Source: an optimization exercise on an open RTL-to-GDS flow (aim: small area and a short achievable clock period). Production flows keep margins and buffers that such runs may drop.
Only simulation tests tie the RTL to the original design; equivalence was not proved.
The clock port is modelled as an ideal driver, which makes a skipped or thinned clock tree look cheaper than it is; a real chip needs a root buffer or a tree.
Power and IR drop assume default switching activity.

Design TM_ALU, start of the top module:
module TM_ALU (clk, reset, AvgTxLen, InstExed, CurTxLen, AvgTxLen_new, InstExed_new);
Size: about 310 cells after synthesis, ~3800 um2 of cells after synthesis.
Settings: LEC_CHECK=0, CAP_MARGIN=20, CORE_MARGIN=2, CORE_UTILIZATION=40, SLEW_MARGIN=20, SYNTH_HIERARCHICAL=1; clock period 27.0 ns.
standard.sh (not shown) runs the stock make flow with config.mk's settings and CLKGATE_MAP_FILE= SYNTH_SCRIPT=/design/flow/synth_recipe.tcl, a recipe that flattens the netlist after the stock synthesis.
==> flow/flow/run.sh <==
#!/bin/bash
set -euo pipefail
export BUFFER_PORTS_ARGS="-buffer_cell sky130_fd_sc_hd__buf_1"
export POST_CTS_TCL="$(pwd)/flow/cts_post.tcl"
export CLKTREE_N=${CLKTREE_N:-3}
export CLKTREE_BUF=${CLKTREE_BUF:-sky130_fd_sc_hd__clkbuf_16}
bash standard.sh > standard_flow.log 2>&1
==> flow/flow/cts_post.tcl <==
set block [ord::get_db_block]
set nbuf $::env(CLKTREE_N)
set bufm [[ord::get_db] findMaster $::env(CLKTREE_BUF)]
# Move each flip-flop that drives an output port's buffer next to that buffer.
foreach bt [$block getBTerms] {
  if {[$bt getIoType] ne "OUTPUT"} continue
  set onet [$bt getNet]
  foreach it [$onet getITerms] {
    if {![$it isOutputSignal]} continue
    set buf [$it getInst]
    foreach bi [$buf getITerms] {
      if {![$bi isInputSignal]} continue
      set inet [$bi getNet]
      if {$inet eq "NULL"} continue
      foreach fi [$inet getITerms] {
        if {![$fi isOutputSignal]} continue
        set ff [$fi getInst]
        if {![string match "*dfxtp*" [[$ff getMaster] getName]]} continue
        if {[llength [$inet getITerms]] != 2} continue
        set bb [$buf getBBox]
        $ff setLocation [$bb xMin] [$bb yMin]
      }
    }
  }
}
detailed_placement
set clkport [$block findBTerm clk]
set clknet [$clkport getNet]
# collect the flip-flop clock pins and the clock-tree cells below the port
set sinks {}
set tree {}
set todo [list $clknet]
while {[llength $todo]} {
  set net [lindex $todo 0]; set todo [lrange $todo 1 end]
  foreach it [$net getITerms] {
    if {[$it isOutputSignal]} continue
    set inst [$it getInst]
    set mname [[$inst getMaster] getName]
    if {[string match "*dfxtp*" $mname]} {
      lappend sinks $it
    } else {
      lappend tree $inst
      foreach ot [$inst getITerms] {
        if {[$ot isOutputSignal] && [$ot getNet] ne "NULL"} { lappend todo [$ot getNet] }
      }
    }
  }
}
puts "clock tree: [llength $sinks] sinks, [llength $tree] tree cells"
# remove the old tree
set oldnets {}
foreach inst $tree {
  foreach ot [$inst getITerms] {
    if {[$ot isOutputSignal] && [$ot getNet] ne "NULL"} { lappend oldnets [$ot getNet] }
  }
}
foreach it $sinks { $it disconnect }
foreach inst $tree { odb::dbInst_destroy $inst }
foreach net [lsort -unique $oldnets] { if {$net ne $clknet} { odb::dbNet_destroy $net } }
# k-means on the flip-flop locations
set pts {}
foreach it $sinks {
  set b [[$it getInst] getBBox]
  lappend pts [list [expr {([$b xMin]+[$b xMax])/2.0}] [expr {([$b yMin]+[$b yMax])/2.0}]]
}
set n [llength $pts]
set cent {}
set sorted [lsort -real -index 0 $pts]
for {set k 0} {$k < $nbuf} {incr k} {
  lappend cent [lindex $sorted [expr {int(($k + 0.5) * $n / $nbuf)}]]
}
# balanced k-means: each buffer gets at most ceil(n / nbuf) flip-flops
set cap [expr {($n + $nbuf - 1) / $nbuf}]
for {set iter 0} {$iter < 30} {incr iter} {
  set pairs {}
  set i 0
  foreach p $pts {
    for {set k 0} {$k < $nbuf} {incr k} {
      set c [lindex $cent $k]
      lappend pairs [list [expr {abs([lindex $p 0]-[lindex $c 0]) + abs([lindex $p 1]-[lindex $c 1])}] $i $k]
    }
    incr i
  }
  set asg [lrepeat $n -1]
  set fill [lrepeat $nbuf 0]
  foreach pr [lsort -real -index 0 $pairs] {
    lassign $pr d i k
    if {[lindex $asg $i] >= 0 || [lindex $fill $k] >= $cap} continue
    lset asg $i $k
    lset fill $k [expr {[lindex $fill $k] + 1}]
  }
  set newc {}
  for {set k 0} {$k < $nbuf} {incr k} {
    set sx 0; set sy 0; set m 0
    foreach p $pts a $asg { if {$a == $k} { set sx [expr {$sx+[lindex $p 0]}]; set sy [expr {$sy+[lindex $p 1]}]; incr m } }
    if {$m} { lappend newc [list [expr {$sx/$m}] [expr {$sy/$m}]] } else { lappend newc [lindex $cent $k] }
  }
  set cent $newc
}
for {set k 0} {$k < $nbuf} {incr k} {
  set inst [odb::dbInst_create $block $bufm "clkbuf_one_$k"]
  set net [odb::dbNet_create $block "clknet_one_$k"]
  $net setSigType CLOCK
  [$inst findITerm A] connect $clknet
  [$inst findITerm X] connect $net
  set c [lindex $cent $k]
  $inst setLocation [expr {int([lindex $c 0])}] [expr {int([lindex $c 1])}]
  $inst setPlacementStatus PLACED
  set m 0
  foreach it $sinks a $asg { if {$a == $k} { $it connect $net; incr m } }
  puts "clkbuf_one_$k: $m sinks"
}
detailed_placement
check_placement -verbose
estimate_parasitics -placement
report_clock_skew
The starting point completed without violations.
Change:
--- a/flow/flow/cts_post.tcl
+++ b/flow/flow/cts_post.tcl
@@ -4,23 +3,0 @@
-# Move each flip-flop that drives an output port's buffer next to that buffer.
-foreach bt [$block getBTerms] {
-  if {[$bt getIoType] ne "OUTPUT"} continue
-  set onet [$bt getNet]
-  foreach it [$onet getITerms] {
-    if {![$it isOutputSignal]} continue
-    set buf [$it getInst]
-    foreach bi [$buf getITerms] {
-      if {![$bi isInputSignal]} continue
-      set inet [$bi getNet]
-      if {$inet eq "NULL"} continue
-      foreach fi [$inet getITerms] {
-        if {![$fi isOutputSignal]} continue
-        set ff [$fi getInst]
-        if {![string match "*dfxtp*" [[$ff getMaster] getName]]} continue
-        if {[llength [$inet getITerms]] != 2} continue
-        set bb [$buf getBBox]
-        $ff setLocation [$bb xMin] [$bb yMin]
-      }
-    }
-  }
-}
-detailed_placement
After rerunning: Cell area stays the same; area after synthesis is unchanged; critical path depth stays the same; via count went down by about 0.9%; global-route usage went down by 0.42 points; core utilization stays the same; clock skew went up by 7.7 ps; total power hardly moves; setup slack gets worse by 5.7 ps; die area is unchanged; sequential power hardly moves.
In every run of this note, the design's own scripts or RTL, not TritonCTS, make the clock network.

-- re-timing with driven ports --
In the flow no input, the clock included, has a driving cell. The finished layouts below were timed again as built, in two steps.
Step 1, drivers: a clkbuf_16 drives clk and a buf_2 each remaining input, both assumed.
Step 2 also shifts input and output timing later by t, the mid clock arrival at the registers, as if the neighbouring blocks saw the same clock.
Three values: ideal ports, drivers, drivers and shift; two values: the first two.
| run | t (ns) | setup WS [ns] | latest minus earliest clock arrival (ns) | worst register clock-pin slew, ns | cell pins on the clock port's net |
|---|---|---|---|---|---|
| the first run | 0.226 | 20.960 / 20.897 / 21.123 | 0.009 / 0.008 | 0.11 / 0.11 | 3 |
| the second run | 0.227 | 20.954 / 20.893 / 21.120 | 0.016 / 0.017 | 0.12 / 0.12 | 3 |
After both steps every run listed still meets setup and hold.
